This design comes from an exercise in tuning for small area on the open sky130 flow, not from production work. No functional check of the RTL was part of any run shown here. No activity file was given, so power comes from the tool's default toggle rates.

$ cat design.v
`default_nettype none
`timescale 1ns/1ns
module alu (
    input wire clk,
    input wire rst,
    input wire enable,
    input wire [7:0] operation,
    input wire [7:0] op1,
    input wire [7:0] op2,
	input wire cpu_carry,
    output wire [7:0] result_l,
    output wire [7:0] result_h,
    output wire carry,
    output wire zero,
    output wire sign
);
	reg [7:0] res_h;
	reg [7:0] res_l;
	reg ca;
	reg ze;
	reg si;
	assign carry = ca;
	assign zero = ze;
	assign sign = si;
	assign result_l = res_l;
	assign result_h = res_h;
	wire [7:0] op = operation;
	wire [7:0] a = op1;
	wire [7:0] b = op2;
	wire c = cpu_carry;
    wire [7:0] pp [0:7];
    genvar gi;
    generate for (gi = 0; gi < 8; gi = gi + 1) begin : g_pp
        assign pp[gi] = op1 & {8{op2[gi]}};
    end endgenerate
    wire mhs0 = pp[0][6] ^ pp[1][5];
    wire mhc0 = pp[0][6] & pp[1][5];
    wire mfs0 = pp[0][7] ^ pp[1][6] ^ pp[2][5];
    wire mfc0 = (pp[0][7] & pp[1][6]) | (pp[0][7] & pp[2][5]) | (pp[1][6] & pp[2][5]);
    wire mhs1 = pp[3][4] ^ pp[4][3];
    wire mhc1 = pp[3][4] & pp[4][3];
    wire mfs1 = pp[1][7] ^ pp[2][6] ^ pp[3][5];
    wire mfc1 = (pp[1][7] & pp[2][6]) | (pp[1][7] & pp[3][5]) | (pp[2][6] & pp[3][5]);
    wire mhs2 = pp[4][4] ^ pp[5][3];
    wire mhc2 = pp[4][4] & pp[5][3];
    wire mfs2 = pp[2][7] ^ pp[3][6] ^ pp[4][5];
    wire mfc2 = (pp[2][7] & pp[3][6]) | (pp[2][7] & pp[4][5]) | (pp[3][6] & pp[4][5]);
    wire mhs3 = pp[0][4] ^ pp[1][3];
    wire mhc3 = pp[0][4] & pp[1][3];
    wire mfs3 = pp[0][5] ^ pp[1][4] ^ pp[2][3];
    wire mfc3 = (pp[0][5] & pp[1][4]) | (pp[0][5] & pp[2][3]) | (pp[1][4] & pp[2][3]);
    wire mhs4 = pp[3][2] ^ pp[4][1];
    wire mhc4 = pp[3][2] & pp[4][1];
    wire mfs4 = pp[2][4] ^ pp[3][3] ^ pp[4][2];
    wire mfc4 = (pp[2][4] & pp[3][3]) | (pp[2][4] & pp[4][2]) | (pp[3][3] & pp[4][2]);
    wire mfs5 = pp[5][1] ^ pp[6][0] ^ mhs0;
    wire mfc5 = (pp[5][1] & pp[6][0]) | (pp[5][1] & mhs0) | (pp[6][0] & mhs0);
    wire mfs6 = pp[5][2] ^ pp[6][1] ^ pp[7][0];
    wire mfc6 = (pp[5][2] & pp[6][1]) | (pp[5][2] & pp[7][0]) | (pp[6][1] & pp[7][0]);
    wire mfs7 = mhc0 ^ mfs0 ^ mhs1;
    wire mfc7 = (mhc0 & mfs0) | (mhc0 & mhs1) | (mfs0 & mhs1);
    wire mfs8 = pp[6][2] ^ pp[7][1] ^ mfc0;
    wire mfc8 = (pp[6][2] & pp[7][1]) | (pp[6][2] & mfc0) | (pp[7][1] & mfc0);
    wire mfs9 = mhc1 ^ mfs1 ^ mhs2;
    wire mfc9 = (mhc1 & mfs1) | (mhc1 & mhs2) | (mfs1 & mhs2);
    wire mfs10 = pp[5][4] ^ pp[6][3] ^ pp[7][2];
    wire mfc10 = (pp[5][4] & pp[6][3]) | (pp[5][4] & pp[7][2]) | (pp[6][3] & pp[7][2]);
    wire mfs11 = mfc1 ^ mhc2 ^ mfs2;
    wire mfc11 = (mfc1 & mhc2) | (mfc1 & mfs2) | (mhc2 & mfs2);
    wire mfs12 = pp[3][7] ^ pp[4][6] ^ pp[5][5];
    wire mfc12 = (pp[3][7] & pp[4][6]) | (pp[3][7] & pp[5][5]) | (pp[4][6] & pp[5][5]);
    wire mfs13 = pp[6][4] ^ pp[7][3] ^ mfc2;
    wire mfc13 = (pp[6][4] & pp[7][3]) | (pp[6][4] & mfc2) | (pp[7][3] & mfc2);
    wire mfs14 = pp[4][7] ^ pp[5][6] ^ pp[6][5];
    wire mfc14 = (pp[4][7] & pp[5][6]) | (pp[4][7] & pp[6][5]) | (pp[5][6] & pp[6][5]);
    wire mhs5 = pp[0][3] ^ pp[1][2];
    wire mhc5 = pp[0][3] & pp[1][2];
    wire mfs15 = pp[2][2] ^ pp[3][1] ^ pp[4][0];
    wire mfc15 = (pp[2][2] & pp[3][1]) | (pp[2][2] & pp[4][0]) | (pp[3][1] & pp[4][0]);
    wire mfs16 = pp[5][0] ^ mhc3 ^ mfs3;
    wire mfc16 = (pp[5][0] & mhc3) | (pp[5][0] & mfs3) | (mhc3 & mfs3);
    wire mfs17 = mfc3 ^ mhc4 ^ mfs4;
    wire mfc17 = (mfc3 & mhc4) | (mfc3 & mfs4) | (mhc4 & mfs4);
    wire mfs18 = mfc4 ^ mfc5 ^ mfs6;
    wire mfc18 = (mfc4 & mfc5) | (mfc4 & mfs6) | (mfc5 & mfs6);
    wire mfs19 = mfc6 ^ mfc7 ^ mfs8;
    wire mfc19 = (mfc6 & mfc7) | (mfc6 & mfs8) | (mfc7 & mfs8);
    wire mfs20 = mfc8 ^ mfc9 ^ mfs10;
    wire mfc20 = (mfc8 & mfc9) | (mfc8 & mfs10) | (mfc9 & mfs10);
    wire mfs21 = mfc10 ^ mfc11 ^ mfs12;
    wire mfc21 = (mfc10 & mfc11) | (mfc10 & mfs12) | (mfc11 & mfs12);
    wire mfs22 = pp[7][4] ^ mfc12 ^ mfc13;
    wire mfc22 = (pp[7][4] & mfc12) | (pp[7][4] & mfc13) | (mfc12 & mfc13);
    wire mfs23 = pp[5][7] ^ pp[6][6] ^ pp[7][5];
    wire mfc23 = (pp[5][7] & pp[6][6]) | (pp[5][7] & pp[7][5]) | (pp[6][6] & pp[7][5]);
    wire mhs6 = pp[0][2] ^ pp[1][1];
    wire mhc6 = pp[0][2] & pp[1][1];
    wire mfs24 = pp[2][1] ^ pp[3][0] ^ mhs5;
    wire mfc24 = (pp[2][1] & pp[3][0]) | (pp[2][1] & mhs5) | (pp[3][0] & mhs5);
    wire mfs25 = mhs3 ^ mhc5 ^ mfs15;
    wire mfc25 = (mhs3 & mhc5) | (mhs3 & mfs15) | (mhc5 & mfs15);
    wire mfs26 = mhs4 ^ mfc15 ^ mfs16;
    wire mfc26 = (mhs4 & mfc15) | (mhs4 & mfs16) | (mfc15 & mfs16);
    wire mfs27 = mfs5 ^ mfc16 ^ mfs17;
    wire mfc27 = (mfs5 & mfc16) | (mfs5 & mfs17) | (mfc16 & mfs17);
    wire mfs28 = mfs7 ^ mfc17 ^ mfs18;
    wire mfc28 = (mfs7 & mfc17) | (mfs7 & mfs18) | (mfc17 & mfs18);
    wire mfs29 = mfs9 ^ mfc18 ^ mfs19;
    wire mfc29 = (mfs9 & mfc18) | (mfs9 & mfs19) | (mfc18 & mfs19);
    wire mfs30 = mfs11 ^ mfc19 ^ mfs20;
    wire mfc30 = (mfs11 & mfc19) | (mfs11 & mfs20) | (mfc19 & mfs20);
    wire mfs31 = mfs13 ^ mfc20 ^ mfs21;
    wire mfc31 = (mfs13 & mfc20) | (mfs13 & mfs21) | (mfc20 & mfs21);
    wire mfs32 = mfs14 ^ mfc21 ^ mfs22;
    wire mfc32 = (mfs14 & mfc21) | (mfs14 & mfs22) | (mfc21 & mfs22);
    wire mfs33 = mfc14 ^ mfc22 ^ mfs23;
    wire mfc33 = (mfc14 & mfc22) | (mfc14 & mfs23) | (mfc22 & mfs23);
    wire mfs34 = pp[6][7] ^ pp[7][6] ^ mfc23;
    wire mfc34 = (pp[6][7] & pp[7][6]) | (pp[6][7] & mfc23) | (pp[7][6] & mfc23);
    wire mhs7 = pp[0][1] ^ pp[1][0];
    wire mhc7 = pp[0][1] & pp[1][0];
    wire mfs35 = pp[2][0] ^ mhs6 ^ mhc7;
    wire mfc35 = (pp[2][0] & mhs6) | (pp[2][0] & mhc7) | (mhs6 & mhc7);
    wire mfs36 = mhc6 ^ mfs24 ^ mfc35;
    wire mfc36 = (mhc6 & mfs24) | (mhc6 & mfc35) | (mfs24 & mfc35);
    wire mfs37 = mfc24 ^ mfs25 ^ mfc36;
    wire mfc37 = (mfc24 & mfs25) | (mfc24 & mfc36) | (mfs25 & mfc36);
    wire mfs38 = mfc25 ^ mfs26 ^ mfc37;
    wire mfc38 = (mfc25 & mfs26) | (mfc25 & mfc37) | (mfs26 & mfc37);
    wire mfs39 = mfc26 ^ mfs27 ^ mfc38;
    wire mfc39 = (mfc26 & mfs27) | (mfc26 & mfc38) | (mfs27 & mfc38);
    wire mfs40 = mfc27 ^ mfs28 ^ mfc39;
    wire mfc40 = (mfc27 & mfs28) | (mfc27 & mfc39) | (mfs28 & mfc39);
    wire mfs41 = mfc28 ^ mfs29 ^ mfc40;
    wire mfc41 = (mfc28 & mfs29) | (mfc28 & mfc40) | (mfs29 & mfc40);
    wire mfs42 = mfc29 ^ mfs30 ^ mfc41;
    wire mfc42 = (mfc29 & mfs30) | (mfc29 & mfc41) | (mfs30 & mfc41);
    wire mfs43 = mfc30 ^ mfs31 ^ mfc42;
    wire mfc43 = (mfc30 & mfs31) | (mfc30 & mfc42) | (mfs31 & mfc42);
    wire mfs44 = mfc31 ^ mfs32 ^ mfc43;
    wire mfc44 = (mfc31 & mfs32) | (mfc31 & mfc43) | (mfs32 & mfc43);
    wire mfs45 = mfc32 ^ mfs33 ^ mfc44;
    wire mfc45 = (mfc32 & mfs33) | (mfc32 & mfc44) | (mfs33 & mfc44);
    wire mfs46 = mfc33 ^ mfs34 ^ mfc45;
    wire mfc46 = (mfc33 & mfs34) | (mfc33 & mfc45) | (mfs34 & mfc45);
    wire mfs47 = pp[7][7] ^ mfc34 ^ mfc46;
    wire mfc47 = (pp[7][7] & mfc34) | (pp[7][7] & mfc46) | (mfc34 & mfc46);
    wire [15:0] prod = {mfc47, mfs47, mfs46, mfs45, mfs44, mfs43, mfs42, mfs41, mfs40, mfs39, mfs38, mfs37, mfs36, mfs35, mhs7, pp[0][0]};
	wire two    = op[7];
	wire is_add = two & (op[6:2] == 5'd2);
	wire is_sub = two & (op[6:2] == 5'd3);
	wire is_mul = two & (op[6:2] == 5'd4);
	wire is_and = two & (op[6:2] == 5'd5);
	wire is_or  = two & (op[6:2] == 5'd6);
	wire is_xor = two & (op[6:2] == 5'd7);
	wire is_setb = (op[7:3] == 5'b01100);
	wire is_clrb = (op[7:3] == 5'b01101);
	wire is_dec  = (op == 8'h01);
	wire is_inc  = (op == 8'h02);
	wire is_not  = (op == 8'h03);
	wire is_setc = (op == 8'h04);
	wire is_clrc = (op == 8'h05);
	wire is_rl   = (op == 8'h06);
	wire is_rr   = (op == 8'h07);
	wire is_rlc  = (op == 8'h08);
	wire is_rrc  = (op == 8'h09);
	wire is_swap = (op == 8'h0A);
	wire diff = is_sub | is_dec;
	wire [7:0] ycmp = is_dec ? 8'd1 : b;
	wire [8:0] bw;
	assign bw[0] = 1'b0;
	genvar k;
	generate for (k = 0; k < 8; k = k + 1) begin : g_cmp
		assign bw[k+1] = (~a[k] & ycmp[k]) | (~a[k] & bw[k]) | (ycmp[k] & bw[k]);
	end endgenerate
	wire lt = bw[8];
	wire [7:0] y = ({8{is_add}} & b) | ({8{diff}} & ~ycmp);
	wire [8:0] cc;
	assign cc[0] = (is_add & c) | (diff & ~lt) | is_inc;
	wire [7:0] s;
	generate for (k = 0; k < 8; k = k + 1) begin : g_add
		assign s[k] = a[k] ^ y[k] ^ cc[k];
		assign cc[k+1] = (a[k] & y[k]) | (a[k] & cc[k]) | (y[k] & cc[k]);
	end endgenerate
	wire inv = diff & lt;
	wire [7:0] mask = 8'd1 << op[2:0];
	wire [7:0] lg = ({8{is_and}} & a & b) | ({8{is_or}} & (a | b)) | ({8{is_xor}} & (a ^ b))
	              | ({8{is_not}} & ~a) | ({8{is_setb}} & (a | mask)) | ({8{is_clrb}} & a & ~mask);
	wire [7:0] rot = ({8{is_rl}} & {a[6:0], a[7]}) | ({8{is_rr}} & {a[0], a[7:1]})
	               | ({8{is_rlc}} & {a[6:0], c}) | ({8{is_rrc}} & {c, a[7:1]})
	               | ({8{is_swap}} & {a[3:0], a[7:4]});
	wire arith_op = is_add | diff | is_inc;
	wire [7:0] vnm = ({8{arith_op & ~inv}} & s) | ({8{inv}} & ~s) | lg | rot;
	wire [7:0] val = vnm | ({8{is_mul}} & prod[7:0]);
	wire wl = arith_op | is_mul | is_and | is_or | is_xor | is_not | is_setb | is_clrb
	        | is_rl | is_rr | is_rlc | is_rrc | is_swap;
	wire zop = wl & ~is_add & ~is_setb & ~is_mul;
	wire az = (a == 8'd0);
	wire bz = (b == 8'd0);
	wire zset = (zop & (vnm == 8'd0)) | (is_mul & (az | bz));
	wire ca_set = ((is_add | is_inc) & cc[8]) | is_setc;
	always @(posedge clk or posedge rst) begin
		if (rst) begin
			res_h <= 0;
			res_l <= 0;
			ca <= 0;
			ze <= 0;
			si <= 0;
		end else if (enable) begin
			res_h <= {8{is_mul}} & prod[15:8];
			if (wl) res_l <= val;
			if (zset) ze <= 1'b1;
			if (inv) si <= 1'b1;
			if (is_clrc) ca <= 1'b0;
			else if (is_rlc) ca <= a[7];
			else if (is_rrc) ca <= a[0];
			else if (ca_set) ca <= 1'b1;
		end
	end
endmodule
$ cat constraint.sdc
create_clock -name core_clock -period 7.0 [get_ports {clk}]
set_input_delay 1.4000 -clock core_clock [delete_from_list [all_inputs] [get_ports {clk}]]
set_output_delay 1.4000 -clock core_clock [all_outputs]
set_load 0.01 [all_outputs]
$ cat run.sh
#!/bin/bash
# synth_recipe.tcl (not shown) runs the flow's synth.tcl, then flattens the netlist and writes it again
# the make line also repeats each setting of config.mk as NAME=value (left out here)
make -C /OpenROAD-flow-scripts/flow DESIGN_CONFIG=/design/flow/config.mk WORK_HOME=/design/flow/orfs CLKGATE_MAP_FILE= SYNTH_SCRIPT=/design/flow/synth_recipe.tcl finish
$ cat config.mk
export PLATFORM = sky130hd
export DESIGN_NAME = alu
export DESIGN_NICKNAME = alu
export VERILOG_FILES = /design/flow/design.v
export SDC_FILE = /design/flow/constraint.sdc
export NUM_CORES = 4
export LEC_CHECK = 0
export CAP_MARGIN = 20
export CORE_MARGIN = 2
export CORE_UTILIZATION = 40
export SLEW_MARGIN = 20
==> results of run 1 <==
-- layout make-up --
| cell class | instances | area, sq um | area share (%) |
|---|---|---|---|
| sequential | 19 | 475 | 8.46 |
| tap | 136 | 170 | 3.03 |
| clock buffer | 3 | 41.3 | 0.735 |
| timing repair buffer | 142 | 1200 | 21.3 |
| clock inverter | 1 | 5.00 | 0.0891 |
| inverter | 80 | 309 | 5.50 |
| multi-input combinational | 415 | 3420 | 60.9 |
-- cells in the mapped netlist (7+ instances only) --
cell type   n
ha_1       24
o31ai_1     8
nor3_1      9
clkinv_1    8
inv_1      72
dfrtp_1    19
nand2_1    51
clkbuf_1   28
fa_1       56
o21ai_0    38
a31oi_1     8
xnor2_1     8
nand3_1    10
a22oi_1     7
nor2_1     73
o22ai_1     8
a21oi_1    26
-- final timing paths --
kind,start,endpoint,slack (ps),cells after the start
max reg2reg,ca$_DFFE_PP0P_,ca$_DFFE_PP0P_,6260,2
max in group asynchronous,rst,res_l[2]$_DFFE_PP0P_,4900,2
max,operation[0],ze$_DFFE_PP0P_,250,21
min,si$_DFFE_PP0P_,si$_DFFE_PP0P_,470,1
min in group asynchronous,rst,res_h[4]$_DFFE_PP0P_,1580,2
min reg2reg,si$_DFFE_PP0P_,si$_DFFE_PP0P_,470,1
-- through the flow --
step / hold WS [ps] / setup WS [ps] / utilization (%)
floorplan: 493 / 2.41 / -
global placement: 439 / -622 / 52.2
detailed placement: 447 / -690 / 52.2
CTS: 470 / 2.17 / 53.0
global route: 490 / 0.699 / 54.2
finish: 472 / 255 / 54.2
-- routing by layer --
metal | wire [microns] | part of all wire (%) | vias up
met5 | 0 | 0 | -
met4 | 312 | 2.0 | 0
met3 | 942 | 6.0 | 23
met2 | 7470 | 47 | 183
met1 | 7100 | 45 | 2248
li1 | - | - | 2090
-- state kept, by name, summed over array words and instances (netlist names) --
name,flops
ca,1
res_h,8
res_l,8
si,1
ze,1
-- critical path, stage by stage --
cell and delay, ps:
clkdlybuf4s50_1 430, or4b_4 250, o21ai_1 100, o22ai_2 230
a21oi_1 100, o211a_1 240, nor2_1 110, nor3_1 60
a211o_1 350, fa_2 390, fa_2 380, fa_2 380
fa_2 380, fa_2 370, fa_2 380, fa_2 370
fa_1 540, o21ai_0 90, o21ai_1 140, nand4_1 100
o21ai_1 140
-- power breakdown --
group | internal, mW | switching, mW
combinational | 0.224 | 0.262
clock | 0.0399 | 0.0487
sequential | 0.129 | 0.0111
-- kinds of logic after synthesis --
group / count (synthesis) / synth area share [%]
and+or+nand+nor: 185 / 21.0
muxes: 1 / 0.233
AOI/OAI and AO/OA: 141 / 22.2
buffers and inverters: 116 / 10.8
DFF: 19 / 11.1
xor gates and xnor gates: 8 / 1.63
adders and majority gates: 80 / 33.1
-- what timing repair did --
| action | CTS | global route |
|---|---|---|
| setup buffers | 5 | 8 |
| pin swaps | 8 | 15 |
| resized for setup | 21 | 23 |
| hold endpoints to repair | 0 | 0 |
| endpoints found under the setup margin | 7 | 6 |
==> results.sh, run 1 <==
export IMPL_setup_viol=0
export IMPL_drtIter0Drc=450
export IMPL_dp_hpwl_mm=12.5
export IMPL_crit_arrival_ps=6940
export IMPL_grt_met1_usage_pct=38.6
export IMPL_top_usage_layer="met2"
export IMPL_fill_cells=1010
export IMPL_synth_area_sq_um=4300
export IMPL_critPathMaxFanout=4
export IMPL_cts_root_buffer="clkbuf_8"
export IMPL_ant_nets=0
export IMPL_final_cell_mix="buf_4, nor2_1, inv_1"
export IMPL_grt_pass1_vias=4523
export IMPL_grt_max_degree=41
export IMPL_start_util_pct=41.5
export IMPL_grt_use_met2_pct=47.1
export IMPL_setup_tns_final_ps=0
export IMPL_pin_count=47
export IMPL_area_growth_pct=30.7
export IMPL_critPathRequiredTime_ps=7200
export IMPL_row_count=37
export IMPL_wl_mm=15.8
export IMPL_fp_dieH_microns=108
export IMPL_avgSynthCellArea_sq_um=7.82
export IMPL_cts_htree_levels=1
export IMPL_overflow=0
export IMPL_ir_drop_mv=0.0973
export IMPL_hold_buffers=0
export IMPL_seq_area_frac_synth_pct=11.1
export IMPL_antenna_found_initial=0
export IMPL_slew_viol_final=0
export IMPL_endpoint_kind="flop"
export IMPL_grt_first_pass_wirelength_mm=24.7
export IMPL_drive_above_1_share_pct=21.8
export IMPL_tightest_slew_ps=899
export IMPL_final_common_cell="buf_4"
export IMPL_firstDrtPassIters=6
export IMPL_clock_latency_ps=280
export IMPL_ys_seq_elements=19
export IMPL_status="no timing/DRC/antenna violations"
export IMPL_powerDensity_nw_per_um2=127
export IMPL_finalPower_uw=714
export IMPL_critPathKind="primary input to flop"
export IMPL_ys_flop_type="dfrtp_1"
export IMPL_fin_area_sq_um=5620
export IMPL_clk_pin_slew_worst_paths_ps=80
export IMPL_hold_viol=0
export IMPL_wl_per_cell_microns=19.9
export IMPL_die_x_microns=108
export IMPL_clockBufferDepth=2
export IMPL_rsz0062_at_grt="false"
export IMPL_dp_cells=779
export IMPL_min_path_type="flop to flop"
export IMPL_cts_tree="built"
export IMPL_skew_ps=0
export IMPL_synth_cells=550
export IMPL_yosys_top_cells_area="fa_1, dfrtp_1, ha_1"
export IMPL_maxCapViolCount=0
export IMPL_placed_area_sq_um=5410
export IMPL_synth_edf_count=0
export IMPL_syn_nets=658
export IMPL_via_per_inst=5.71
export IMPL_gp_congestion=0.979
export IMPL_synthDistinctLibCells=62
export IMPL_die_area_sq_um=11600
export IMPL_grt_use_met3_pct=3.09
export IMPL_fin_crit_ps=6750
export IMPL_numPortBuffers=46
export IMPL_diodes=0
export IMPL_final_cells=796
export IMPL_yosys_warnings=1
export IMPL_leakagePower_nw=2.59
export IMPL_drc=0
export IMPL_clock_sinks=19
export IMPL_slew_headroom_pct=39.6
export IMPL_max_freq_mhz=148
export IMPL_synth_async_sr_flop_share_pct=100
export IMPL_cp_start_kind="primary input"
export IMPL_dr_total_vias=4544
export IMPL_cts_buffers=3
export IMPL_coreArea_sq_um=10400
export IMPL_yosysTopAreaCell="fa_1"
export IMPL_fin_crit_sh_pct=96.4
export IMPL_grt_usage_pct=28.0
export IMPL_nets=769
export IMPL_synth_top_area_share_pct=26.1
==> run 2: changes to the inputs <==
--- a/design.v
+++ b/design.v
@@ -135,17 +135,23 @@
     wire mfc41 = (mfc28 & mfs29) | (mfc28 & mfc40) | (mfs29 & mfc40);
     wire mfs42 = mfc29 ^ mfs30 ^ mfc41;
     wire mfc42 = (mfc29 & mfs30) | (mfc29 & mfc41) | (mfs30 & mfc41);
-    wire mfs43 = mfc30 ^ mfs31 ^ mfc42;
-    wire mfc43 = (mfc30 & mfs31) | (mfc30 & mfc42) | (mfs31 & mfc42);
-    wire mfs44 = mfc31 ^ mfs32 ^ mfc43;
-    wire mfc44 = (mfc31 & mfs32) | (mfc31 & mfc43) | (mfs32 & mfc43);
-    wire mfs45 = mfc32 ^ mfs33 ^ mfc44;
-    wire mfc45 = (mfc32 & mfs33) | (mfc32 & mfc44) | (mfs33 & mfc44);
-    wire mfs46 = mfc33 ^ mfs34 ^ mfc45;
-    wire mfc46 = (mfc33 & mfs34) | (mfc33 & mfc45) | (mfs34 & mfc45);
-    wire mfs47 = pp[7][7] ^ mfc34 ^ mfc46;
-    wire mfc47 = (pp[7][7] & mfc34) | (pp[7][7] & mfc46) | (mfc34 & mfc46);
-    wire [15:0] prod = {mfc47, mfs47, mfs46, mfs45, mfs44, mfs43, mfs42, mfs41, mfs40, mfs39, mfs38, mfs37, mfs36, mfs35, mhs7, pp[0][0]};
+    wire mhs8 = mfc30 ^ mfs31;
+    wire mhc8 = mfc30 & mfs31;
+    wire mfs43 = mfc31 ^ mfs32 ^ mhc8;
+    wire mfc43 = (mfc31 & mfs32) | (mfc31 & mhc8) | (mfs32 & mhc8);
+    wire mfs44 = mfc32 ^ mfs33 ^ mfc43;
+    wire mfc44 = (mfc32 & mfs33) | (mfc32 & mfc43) | (mfs33 & mfc43);
+    wire mfs45 = mfc33 ^ mfs34 ^ mfc44;
+    wire mfc45 = (mfc33 & mfs34) | (mfc33 & mfc44) | (mfs34 & mfc44);
+    wire mfs46 = pp[7][7] ^ mfc34 ^ mfc45;
+    wire mfc46 = (pp[7][7] & mfc34) | (pp[7][7] & mfc45) | (mfc34 & mfc45);
+    wire inc0 = mfc42 & mhs8;
+    wire inc1 = inc0 & mfs43;
+    wire inc2 = inc1 & mfs44;
+    wire inc3 = inc2 & mfs45;
+    wire inc4 = inc3 & mfs46;
+    wire inc5 = inc4 & mfc46;
+    wire [15:0] prod = {(mfc46 ^ inc4), (mfs46 ^ inc3), (mfs45 ^ inc2), (mfs44 ^ inc1), (mfs43 ^ inc0), (mhs8 ^ mfc42), mfs42, mfs41, mfs40, mfs39, mfs38, mfs37, mfs36, mfs35, mhs7, pp[0][0]};
 	wire two    = op[7];
 	wire is_add = two & (op[6:2] == 5'd2);
 	wire is_sub = two & (op[6:2] == 5'd3);
@@ -166,23 +172,22 @@
 	wire is_rrc  = (op == 8'h09);
 	wire is_swap = (op == 8'h0A);
 	wire diff = is_sub | is_dec;
-	wire [7:0] ycmp = is_dec ? 8'd1 : b;
-	wire [8:0] bw;
-	assign bw[0] = 1'b0;
+	wire [7:0] y = two ? (b ^ {8{op[2]}}) : {{7{op[0]}}, 1'b0};
+	wire [8:0] cc;
+	assign cc[0] = ~two | op[2] | c;
+	wire [7:0] s;
 	genvar k;
-	generate for (k = 0; k < 8; k = k + 1) begin : g_cmp
-		assign bw[k+1] = (~a[k] & ycmp[k]) | (~a[k] & bw[k]) | (ycmp[k] & bw[k]);
-	end endgenerate
-	wire lt = bw[8];
-	wire [7:0] y = ({8{is_add}} & b) | ({8{diff}} & ~ycmp);
-	wire [8:0] cc;
-	assign cc[0] = (is_add & c) | (diff & ~lt) | is_inc;
-	wire [7:0] s;
 	generate for (k = 0; k < 8; k = k + 1) begin : g_add
 		assign s[k] = a[k] ^ y[k] ^ cc[k];
 		assign cc[k+1] = (a[k] & y[k]) | (a[k] & cc[k]) | (y[k] & cc[k]);
 	end endgenerate
-	wire inv = diff & lt;
+	wire [8:0] orp;
+	assign orp[0] = 1'b0;
+	generate for (k = 0; k < 8; k = k + 1) begin : g_orp
+		assign orp[k+1] = orp[k] | s[k];
+	end endgenerate
+	wire inv = diff & ~cc[8];
+	wire [7:0] arith = s ^ ({8{inv}} & orp[7:0]);
 	wire [7:0] mask = 8'd1 << op[2:0];
 	wire [7:0] lg = ({8{is_and}} & a & b) | ({8{is_or}} & (a | b)) | ({8{is_xor}} & (a ^ b))
 	              | ({8{is_not}} & ~a) | ({8{is_setb}} & (a | mask)) | ({8{is_clrb}} & a & ~mask);
@@ -190,14 +195,15 @@
 	               | ({8{is_rlc}} & {a[6:0], c}) | ({8{is_rrc}} & {c, a[7:1]})
 	               | ({8{is_swap}} & {a[3:0], a[7:4]});
 	wire arith_op = is_add | diff | is_inc;
-	wire [7:0] vnm = ({8{arith_op & ~inv}} & s) | ({8{inv}} & ~s) | lg | rot;
+	wire [7:0] lr = lg | rot;
+	wire [7:0] vnm = ({8{arith_op}} & arith) | lr;
 	wire [7:0] val = vnm | ({8{is_mul}} & prod[7:0]);
 	wire wl = arith_op | is_mul | is_and | is_or | is_xor | is_not | is_setb | is_clrb
 	        | is_rl | is_rr | is_rlc | is_rrc | is_swap;
 	wire zop = wl & ~is_add & ~is_setb & ~is_mul;
 	wire az = (a == 8'd0);
 	wire bz = (b == 8'd0);
-	wire zset = (zop & (vnm == 8'd0)) | (is_mul & (az | bz));
+	wire zset = (zop & ~arith_op & (lr == 8'd0)) | ((diff | is_inc) & ~orp[8]) | (is_mul & (az | bz));
 	wire ca_set = ((is_add | is_inc) & cc[8]) | is_setc;
 	always @(posedge clk or posedge rst) begin
 		if (rst) begin
--- a/config.mk
+++ b/config.mk
@@ -7,5 +7,6 @@
 export LEC_CHECK = 0
 export CAP_MARGIN = 20
 export CORE_MARGIN = 2
-export CORE_UTILIZATION = 40
+export CORE_UTILIZATION = 60
+export CTS_BUF_LIST = sky130_fd_sc_hd__clkbuf_4
 export SLEW_MARGIN = 20
==> results.sh, run 2 <==
export IMPL_yosysTopAreaCell="fa_1"
export IMPL_worstPathCellList="clkdlybuf4s50_1, inv_2, nor2_1, fa_1, inv_1, fa_1, fa_1, inv_1, fa_1, fa_2, fa_1, fa_1, inv_1, fa_1, inv_1, ha_1, ha_1, ha_1, ha_1, ha_1, xor2_1, nand3_1, o21ai_0"
export IMPL_hold_viol=0
export IMPL_endpoint_kind="flop"
export IMPL_fin_ws_ps=241
export IMPL_drtIter0Drc=306
export IMPL_synth_top_area_share_pct=25.3
export IMPL_p_seq_share_pct=19.6
export IMPL_firstDrtPassIters=5
export IMPL_cp_start_kind="primary input"
export IMPL_rsz0062_at_grt="false"
export IMPL_final_cell_mix="inv_1, nor2_1, fa_1"
export IMPL_coreArea_sq_um=7140
export IMPL_power_share_switching_pct=45.7
export IMPL_dp_hpwl_mm=9.84
export IMPL_pre_cts_ws_ps=-214
export IMPL_row_count=31
export IMPL_wl_per_cell_microns=18.0
export IMPL_min_path_type="flop to flop"
export IMPL_nets=694
export IMPL_slew_viol_final=0
export IMPL_clk_pin_slew_worst_paths_ps=100
export IMPL_overflow=0
export IMPL_worst_hold_slack_ps=462
export IMPL_diodes=0
export IMPL_numPortBuffers=46
export IMPL_start_util_pct=61.0
export IMPL_avgSynthCellArea_sq_um=8.25
export IMPL_cts_tree="built"
export IMPL_area_growth_pct=16.5
export IMPL_seq_area_frac_synth_pct=10.9
export IMPL_status="no timing/DRC/antenna violations"
export IMPL_yosys_warnings=1
export IMPL_critPathMaxFanout=4
export IMPL_ant_nets=0
export IMPL_slew_headroom_pct=35.1
export IMPL_synth_common_cells="inv_1, nor2_1, fa_1"
export IMPL_syn_nets=641
export IMPL_dr_total_vias=3974
export IMPL_critPathRequiredTime_ps=7150
export IMPL_grt_pass1_vias=3803
export IMPL_grt_first_pass_wirelength_mm=19.3
export IMPL_cts_buffers=3
export IMPL_ys_flop_type="dfrtp_1"
export IMPL_clockBufferDepth=2
export IMPL_antenna_found_initial=0
export IMPL_clock_latency_ps=280
export IMPL_cpMostUsedCell="fa_1"
export IMPL_setup_viol=0
export IMPL_drive_above_1_share_pct=12.9
export IMPL_synthDistinctLibCells=74
export IMPL_skew_ps=0
export IMPL_p_comb_share_pct=71.6
export IMPL_drc=0
export IMPL_powerDensity_nw_per_um2=128
export IMPL_crit_arrival_ps=6910
export IMPL_grt_max_degree=36
export IMPL_max_stage_delay_ps=540
export IMPL_tightest_slew_ps=968
export IMPL_dp_cells=673
export IMPL_cts_htree_levels=1
export IMPL_critPathKind="primary input to flop"
export IMPL_gp_congestion=0.948
export IMPL_final_cells=679
export IMPL_reg_top3="res_h x8, res_l x8"
export IMPL_maxCapViolCount=0
export IMPL_critPathSlowestCell="fa_1"
export IMPL_leakagePower_nw=2.32
export IMPL_ys_seq_elements=19
export IMPL_ir_drop_mv=0.0693
export IMPL_p_int_uw=352
export IMPL_die_x_microns=89.2
export IMPL_final_util_pct=71.1
export IMPL_p_sw_uw=296
export IMPL_wl_mm=12.2
export IMPL_synth_cells=528
export IMPL_final_common_cell="inv_1"
export IMPL_clock_sinks=19
export IMPL_synth_area_sq_um=4360
export IMPL_pin_count=47
export IMPL_yosys_top_cells_area="fa_1, dfrtp_1, ha_1"
export IMPL_synth_edf_count=0
export IMPL_die_area_sq_um=7960
export IMPL_grt_usage_pct=32.0
export IMPL_max_freq_mhz=148
export IMPL_cts_root_buffer="clkbuf_4"
export IMPL_fin_crit_ps=6760
export IMPL_fp_dieH_microns=89.2
export IMPL_yosysMostFrequentCell="inv_1"
export IMPL_fin_crit_sh_pct=96.6
export IMPL_via_per_inst=5.85
export IMPL_synth_async_sr_flop_share_pct=100
export IMPL_p_clk_share_pct=8.8
## run 2: cell type report
| type | count | area, sq um |
|---|---|---|
| multi-input cells | 384 | 3370 |
| fillers | 636 | 2060 |
| repair buffers | 83 | 741 |
| flip-flops and latches | 19 | 475 |
| inverters | 90 | 338 |
| well taps | 99 | 124 |
| clock buffers | 4 | 30.0 |
## run 2: worst max-delay path, delay by kind of cell
kind            cells  cell delay (ps)
compound gates      1              100
xor+xnor            1              140
fa+ha+maj          13             4310
buf+inv             6              800
simple gates        2              130
## run 2: timing repair
item / 4_1_cts / 5_1_grt
endpoints found under the setup margin: 0 / 2
buffers inserted: 0 / 2
resized for setup: 0 / 5
hold buffers: 0 / 0
endpoints found under the hold margin: 0 / 0
## run 2: cells by family (layout without fill, tap and decap cells)
logic type	after synthesis	count (layout)	synth area share, %
AOI/OAI and AO/OA	99	99	16.6
buffers and inverters	125	177	11.8
xor gates and xnor gates	17	17	3.42
adders and majority gates	85	85	33.9
DFF	19	19	10.9
and+or+nand+nor	170	170	20.2
muxes	13	13	3.10
## run 2: worst paths after layout
kind,startpoint,to,cells past startpoint,slack [ps]
worst min-delay path,si$_DFFE_PP0P_,si$_DFFE_PP0P_,1,460
min in group asynchronous,rst,res_h[2]$_DFFE_PP0P_,2,1500
worst min register to register,si$_DFFE_PP0P_,si$_DFFE_PP0P_,1,460
worst max register to register,res_l[3]$_DFFE_PP0P_,res_l[3]$_DFFE_PP0P_,1,6220
max in group asynchronous,rst,res_l[6]$_DFFE_PP0P_,2,5060
worst max-delay path,op2[1],res_h[7]$_DFFE_PP0P_,23,240
## run 2: stage by stage
| stage | setup TNS, ps | cell area, sq um | total power [mW] |
|---|---|---|---|
| after floorplan | 0 | 4360 | 0.435 |
| after global placement | -224 | 5030 | 0.583 |
| after detailed placement | -392 | 5030 | 0.588 |
| after CTS | 0 | 5060 | 0.649 |
| after global routing | 0 | 5080 | 0.724 |
| final | 0 | 5080 | 0.648 |
## run 2: routing by layer
layer / vias up / track usage (%) / share of wire, %
met4: 0 / 11.0 / 2.3
met1: 1894 / 45.8 / 44
met2: 213 / 48.9 / 44
li1: 1836 / - / -
met5: - / 0 / 0
met3: 31 / 5.82 / 9.9
## run 2: power groups by stage
| stage | registers (mW) | logic [mW] | clock network (mW) |
|---|---|---|---|
| floorplan | 0.135 | 0.301 | 0 |
| CTS | 0.127 | 0.463 | 0.0590 |
| global route | 0.129 | 0.529 | 0.0653 |
| finish | 0.127 | 0.464 | 0.0570 |
| global placement | 0.129 | 0.454 | 0 |
| detailed placement | 0.129 | 0.458 | 0 |
==> run 3: changes to the inputs <==
--- a/config.mk
+++ b/config.mk
@@ -7,6 +7,5 @@
 export LEC_CHECK = 0
 export CAP_MARGIN = 20
 export CORE_MARGIN = 2
-export CORE_UTILIZATION = 60
-export CTS_BUF_LIST = sky130_fd_sc_hd__clkbuf_4
+export CORE_UTILIZATION = 40
 export SLEW_MARGIN = 20
==> results.sh, run 3 <==
export IMPL_tightest_slew_ps=938
export IMPL_drc=0
export IMPL_diodes=0
export IMPL_clk_pin_slew_worst_paths_ps=90
export IMPL_powerDensity_nw_per_um2=133
export IMPL_pin_count=47
export IMPL_drive_above_1_share_pct=13.2
export IMPL_synthXorXnorAreaFrac_pct=3.42
export IMPL_antenna_found_initial=0
export IMPL_r2r_slack_ps=6210
export IMPL_synth_common_cells="inv_1, nor2_1, fa_1"
export IMPL_ff2ff_path_depth=1
export IMPL_ir_drop_mv=0.0703
export IMPL_fin_crit_sh_pct=95.8
export IMPL_grt_first_pass_wirelength_mm=21.5
export IMPL_final_cells=717
export IMPL_synth_adder_area_share_pct=33.9
export IMPL_setup_viol=0
export IMPL_final_common_cell="inv_1"
export IMPL_clock_sinks=19
export IMPL_cts_root_buffer="clkbuf_8"
export IMPL_grt_max_degree=42
export IMPL_dp_cells=713
export IMPL_status="no timing/DRC/antenna violations"
export IMPL_leakagePower_nw=2.31
export IMPL_min_path_type="flop to flop"
export IMPL_ys_seq_elements=19
export IMPL_cts_htree_levels=1
export IMPL_clockBufferDepth=2
export IMPL_crit_arrival_ps=6810
export IMPL_maxCapViolCount=0
export IMPL_drtIter0Drc=203
export IMPL_final_cell_mix="inv_1, nor2_1, fa_1"
export IMPL_synth_cells=528
export IMPL_slew_viol_final=0
export IMPL_wl_mm=13.3
export IMPL_cts_buffers=3
export IMPL_die_area_sq_um=11700
export IMPL_hold_buffers=0
export IMPL_yosys_warnings=1
export IMPL_cp_start_kind="primary input"
export IMPL_hold_path_cell_count=1
export IMPL_max_freq_mhz=149
export IMPL_dr_total_vias=3882
export IMPL_yosysTopAreaCell="fa_1"
export IMPL_numPortBuffers=46
export IMPL_synth_edf_count=0
export IMPL_firstDrtPassIters=5
export IMPL_synth_simple_area_share_pct=20.2
export IMPL_min_delay_start="si$_DFFE_PP0P_"
export IMPL_endpoint_kind="flop"
export IMPL_reg_top3="res_h x8, res_l x8"
export IMPL_synth_area_mux_share_pct=3.10
export IMPL_synth_top_area_share_pct=25.3
export IMPL_via_per_inst=5.41
export IMPL_start_util_pct=40.5
export IMPL_critPathKind="primary input to flop"
export IMPL_nets=691
export IMPL_grt_usage_pct=23.8
export IMPL_yosysMostFrequentCell="inv_1"
export IMPL_synth_compound_area_share_pct=16.6
export IMPL_rsz0062_at_grt="false"
export IMPL_seq_area_frac_synth_pct=10.9
export IMPL_grt_pass1_vias=4025
export IMPL_overflow=0
export IMPL_gp_congestion=0.934
export IMPL_fin_crit_ps=6700
export IMPL_slew_headroom_pct=37.3
export IMPL_cts_tree="built"
export IMPL_worst_hold_slack_ps=462
export IMPL_syn_nets=641
export IMPL_hold_viol=0
export IMPL_whs_endpoint="si$_DFFE_PP0P_"
export IMPL_yosys_top_cells_area="fa_1, dfrtp_1, ha_1"
export IMPL_row_count=38
export IMPL_area_growth_pct=18.0
export IMPL_wl_per_cell_microns=18.6
export IMPL_clock_latency_ps=260
export IMPL_synthDistinctLibCells=74
export IMPL_r2r_end="res_l[3]$_DFFE_PP0P_"
export IMPL_synth_top_family_by_area="adder cells"
export IMPL_avgSynthCellArea_sq_um=8.25
export IMPL_synth_async_sr_flop_share_pct=100
export IMPL_skew_ps=0
export IMPL_synth_area_sq_um=4360
export IMPL_coreArea_sq_um=10700
export IMPL_die_x_microns=108
export IMPL_critPathMaxFanout=10
export IMPL_ys_flop_type="dfrtp_1"
export IMPL_critPathRequiredTime_ps=7100
export IMPL_r2r_start="res_l[3]$_DFFE_PP0P_"
export IMPL_ant_nets=0
export IMPL_dp_hpwl_mm=10.8
export IMPL_fp_dieH_microns=108
[run 3: cell counts after synthesis]
Identical to the previous run, type by type.
[run 3: critical path, stage by stage]
cell and delay [ps]:
clkdlybuf4s50_1 540, buf_4 230, ha_1 180, inv_1 60, fa_1 490, inv_1 50, fa_1 530, inv_1 60
fa_1 530, inv_1 60, fa_2 360, fa_2 400, fa_1 410, inv_1 80, fa_1 170, inv_1 40
ha_1 170, ha_1 180, ha_1 180, ha_1 180, ha_1 200, xor2_1 140, nand3_1 70, o21ai_0 100
[run 3: area by class of cell]
type / count / area (sq um)
Fill cell: 1075 / 5610
Multi-Input combinational cell: 384 / 3390
Timing Repair Buffer: 80 / 718
Sequential cell: 19 / 475
Inverter: 90 / 338
Tap cell: 140 / 175
Clock buffer: 3 / 41.3
Clock inverter: 1 / 5.00
[run 3: report_power, final]
group / internal [mW] / total [mW] / switching, mW
Clock: 0.0397 / 0.0833 / 0.0436
Combinational: 0.207 / 0.472 / 0.265
Sequential: 0.121 / 0.128 / 0.00687
[run 3: kinds of logic after synthesis]
kind of cell	after synthesis
AO/OA/AOI/OAI	99
XOR/XNOR	17
adder cells (fa/ha/maj)	85
buffers and inverters	125
flip-flops	19
multiplexers	13
AND/OR/NAND/NOR	170
[run 3: worst max path at each step]
stage                           endpoint  startpoint  slack, ps
global placement    res_h[7]$_DFFE_PP0P_      op2[1]       -170
detailed placement  res_h[7]$_DFFE_PP0P_      op2[1]       -320
CTS                 res_h[7]$_DFFE_PP0P_      op2[1]         10
floorplan           res_h[7]$_DFFE_PP0P_      op1[4]        270
finish              res_h[7]$_DFFE_PP0P_      op1[3]        300
global route        res_h[7]$_DFFE_PP0P_      op1[3]         40
[run 3: per-layer routing]
layer	global-route usage, %	share of wire [%]
met1	35.5	47
met2	37.8	46
met3	2.17	5.8
met4	4.58	0.98
met5	0	0
[run 3: what timing repair did]
item / 4_1_cts / 5_1_grt
setup buffers: 0 / 0
endpoints found under the setup margin: 1 / 3
gates resized for setup: 1 / 8
pin swaps: 0 / 1
[run 3: metrics by stage]
stage                     setup WS [ps]  power [mW]  utilization (%)  TNS (ps)  instance area (sq um)
after floorplan                     267       0.435                -         0                   4360
after global placement             -166       0.591             47.2      -291                   5070
after detailed placement           -316       0.599             47.2      -622                   5070
after CTS                          14.0       0.685             47.6         0                   5120
after global routing               41.4       0.759             47.8         0                   5140
final                               295       0.683             47.8         0                   5140

==> what the ideal ports hide <==
In the flow no input, the clock included, has a driving cell. The finished layouts below were timed again as built, in two steps.
Step 1 assumes that a clkbuf_16 drives the clock port and a buf_2 every other input.
Step 2 moves the port delays by t, midway between the first and last clock arrival at a register: inputs arrive t later, outputs are due t later. That takes back most of the time a late clock gives input paths.
Slacks: ideal / step 1 / step 2; pairs: ideal / step 1.
| run | t (ns) | setup slack, ns | hold WS [ns] | worst setup path after step 2 | worst register clock-pin slew, ns |
|---|---|---|---|---|---|
| run 1 | 0.299 | 0.255 / 0.256 / -0.043 | 0.472 / 0.472 / 0.472 | input to register | 0.10 / 0.10 |
| run 2 | 0.309 | 0.241 / 0.238 / -0.072 | 0.462 / 0.462 / 0.462 | input to register | 0.10 / 0.10 |
| run 3 | 0.290 | 0.295 / 0.300 / 0.010 | 0.462 / 0.462 / 0.462 | input to register | 0.09 / 0.09 |
With both steps, setup timing fails in run 1 and run 2, where it was met with ideal ports. For run 2, which loses most, drivers alone change the setup slack by -0.003 ns; drivers and shift together by -0.313 ns.
